What follows belongs to an exercise in optimizing a design on an open flow for small area and a short achievable clock period; a production flow would make more cautious choices. In this exercise RTL edits were held to simulation tests only and were not proved equivalent to the original.

== rev 12 ==
Design cpu, start of the top module:
module cpu(
    input clk,
    input reset,
    input [31:0] instruction_from_icache,
    input busywait_from_icache,
    input [31:0] data_from_dcache,
    input busywait_from_dcache,
    output [31:0] address_to_icache,
    output [31:0] reg0_output,reg1_output,reg2_output,reg3_output,reg4_output,reg5_output,reg6_output,
    output dcache_read,
    output dcache_write,
    output [31:0] dcache_address,
    output [31:0] dcache_writedata
  );
Settings: LEC_CHECK=0, ABC_AREA=1, CAP_MARGIN=35, CORE_MARGIN=2, CORE_UTILIZATION=30, CTS_BUF_LIST=sky130_fd_sc_hd__clkbuf_8, CTS_CLUSTER_DIAMETER=70, CTS_CLUSTER_SIZE=14, PLACE_DENSITY=0.5, SLEW_MARGIN=35; clock period 120.0 ns.
run.sh (not shown) runs the stock make flow with config.mk's settings and CLKGATE_MAP_FILE= SYNTH_SCRIPT=/design/flow/synth_recipe.tcl, a recipe that flattens the netlist after the stock synthesis.
Rev 12 | status: complete | timing, DRC, antenna: pass
Input changes introduced in rev 13 (baseline for comparison: rev 12):
--- a/flow/design.v
+++ b/flow/design.v
@@ -1424,16 +1424,19 @@
   reg [31:0] ir;
   reg ir_v;
   always @(posedge clk or posedge reset)
     if (reset) ir_v <= 1'b0;
     else if (bj) ir_v <= 1'b0;
     else if (!stall) ir_v <= 1'b1;
+  reg [31:0] ra1_oh, ra2_oh;
   always @(posedge clk)
-    if (!stall) ir <= instruction_from_icache;
-  wire [31:0] ra1_oh = 32'd1 << ir[19:15];
-  wire [31:0] ra2_oh = 32'd1 << ir[24:20];
+    if (!stall) begin
+      ir <= instruction_from_icache;
+      ra1_oh <= 32'd1 << instruction_from_icache[19:15];
+      ra2_oh <= 32'd1 << instruction_from_icache[24:20];
+    end
   wire [6:0] opc = ir[6:0];
   wire [2:0] f3 = ir[14:12];
   wire [6:0] f7 = ir[31:25];
   wire is_lui   = opc == 7'b0110111;
   wire is_auipc = opc == 7'b0010111;
   wire is_jal   = opc == 7'b1101111;
Findings:
Sequential standard cell area went up by a few percent going from rev 12 to rev 13. Taking rev 12 as the reference, in rev 13 fraction of final layout cells sized beyond drive strength 1 flat; number of buffers between clock root and the deepest sink now sits at about the same level. Going from rev 12 to rev 13, met3 wire length up 3.3%; global-route track usage on met3 up 0.30 points; number of tap cells inserted up 3.2%; cell area after technology mapping up 2.2%; global-route wire length before repair up 22 mm. In the tables for rev 13 and rev 12, routed length per instance reads lower with rev 13. Compared rev 13 vs rev 12, and met2 usage is down in rev 13. Relative to rev 12, the design area measured on rev 13 has increased by a few percent. Re number of antenna cells inserted: rev 13 and rev 12 aren't equal, and the higher value belongs to rev 13. Re worst setup slack: rev 13 and rev 12 aren't equal, and the higher value belongs to rev 13.

* * *

cpu, a different RTL version from the one above (not shown whole).
Size: about 19000 cells after synthesis, about 390 I/O pins.
export LEC_CHECK = 0
export ABC_AREA = 1
export CAP_MARGIN = 35
export CORE_MARGIN = 2
export CORE_UTILIZATION = 30
export PLACE_DENSITY = 0.5
export SLEW_MARGIN = 35
create_clock -name core_clock -period 120.0 [get_ports {clk}]
Rerun with:
--- a/flow/design.v
+++ b/flow/design.v
@@ -1397,15 +1397,15 @@
     output dcache_read,
     output dcache_write,
     output [31:0] dcache_address,
     output [31:0] dcache_writedata
   );
   localparam K1 = 5;
   localparam K2 = 6;
-  localparam Q1 = 0;
+  localparam Q1 = 1;
   localparam Q2 = 1;
   wire stall = busywait_from_icache | busywait_from_dcache;
   wire bj;
   wire [31:0] bj_addr;
   reg [31:0] pc;
   always @(posedge clk or posedge reset)
     if (reset) pc <= 32'hFFFFFFFC;
The new run ran to the end with no violations.
Cell area climbs by 0.60%.
Via count drops by 0.64%.
Core utilization climbs by 0.20 points.
Setup slack loses 1.6 ns.
Synthesized area hardly moves.
Global-route usage climbs by 0.48 points.

* * *

the reference run:
cpu, a different RTL version from the one above (not shown whole).
Size in the first run: about 19000 cells after synthesis, roughly 1500 flip-flops, about 390 I/O pins, ~0.15 mm² of cells after synthesis.
export LEC_CHECK = 0
export ABC_AREA = 1
export CAP_MARGIN = 35
export CORE_MARGIN = 2
export CORE_UTILIZATION = 30
export CTS_BUF_LIST = sky130_fd_sc_hd__clkbuf_8
export CTS_CLUSTER_DIAMETER = 70
export CTS_CLUSTER_SIZE = 14
export PLACE_DENSITY = 0.5
export SLEW_MARGIN = 35
create_clock -name core_clock -period 120.0 [get_ports {clk}]
## Diff of input files: the trial run against the reference run
--- a/flow/design.v
+++ b/flow/design.v
@@ -1412,32 +1412,22 @@
     else if (!stall) pc <= bj ? bj_addr : pc + 32'd4;
   assign address_to_icache = pc;
   reg [31:0] ir;
   reg ir_v;
   always @(posedge clk or posedge reset)
     if (reset) ir_v <= 1'b0;
     else if (bj) ir_v <= 1'b0;
     else if (!stall) ir_v <= 1'b1;
-  reg [3:0] ra1_h, ra2_h;
-  reg [7:0] ra1_l, ra2_l;
+  reg [31:0] ra1_oh, ra2_oh;
   always @(posedge clk)
     if (!stall) begin
       ir <= instruction_from_icache;
-      ra1_h <= 4'd1 << instruction_from_icache[19:18];
-      ra1_l <= 8'd1 << instruction_from_icache[17:15];
-      ra2_h <= 4'd1 << instruction_from_icache[24:23];
-      ra2_l <= 8'd1 << instruction_from_icache[22:20];
-    end
-  reg [31:0] ra1_oh, ra2_oh;
-  integer r;
-  always @(*)
-    for (r = 0; r < 32; r = r + 1) begin
-      ra1_oh[r] = ra1_h[r >> 3] & ra1_l[r & 7];
-      ra2_oh[r] = ra2_h[r >> 3] & ra2_l[r & 7];
+      ra1_oh <= 32'd1 << instruction_from_icache[19:15];
+      ra2_oh <= 32'd1 << instruction_from_icache[24:20];
     end
   wire [6:0] opc = ir[6:0];
   wire [2:0] f3 = ir[14:12];
   wire [6:0] f7 = ir[31:25];
   wire is_lui   = opc == 7'b0110111;
   wire is_auipc = opc == 7'b0010111;
   wire is_jal   = opc == 7'b1101111;
   wire is_jalr  = opc == 7'b1100111;
### Flow results
In the trial run, area fraction in and, or, nand and nor cells after synthesis is higher than in the reference run. Status: vertical die dimension parity (the reference run, the trial run). In terms of synthesized netlist cell count, the trial run and the reference run differ only marginally. The number of flip-flops and latches of the trial run exceeds that of the reference run by about 2.7%. Cell area after technology mapping was higher in the trial run than in the reference run. Status: cell area parity (the reference run, the trial run). In the trial run relative to the reference run, flip-flop and latch area had gone up by a few percent.

==> what the ideal ports hide <==
Ports are ideal in the flow. The routed layouts listed here were re-timed in OpenROAD.
Step 1 sets driving cells, clkbuf_16 on the clock port and buf_2 on the other inputs (assumed; they add their load-dependent delay and slew).
Step 2 moves the port delays by t, midway between the first and last clock arrival at a register: inputs arrive t later, outputs are due t later. That takes back most of the time a late clock gives input paths.
Slacks: ideal / step 1 / step 2; pairs: ideal / step 1.
run	shift t [ns]	slack for setup (ns)	clock arrival spread, ns	pins driven straight from the clock port
rev 12	1.113	89.238 / 89.238 / 89.238	0.229 / 0.229	1
rev 13	1.203	91.063 / 91.063 / 91.063	0.161 / 0.160	1
the first run of note 2	0.994	91.954 / 91.954 / 91.954	0.126 / 0.125	1
the second run of note 2	1.014	90.359 / 90.359 / 90.359	0.120 / 0.119	1
the reference run	1.199	91.326 / 91.326 / 91.326	0.172 / 0.173	1
the trial run	1.109	91.985 / 91.985 / 91.985	0.170 / 0.170	1
After both steps every run listed still meets setup and hold.
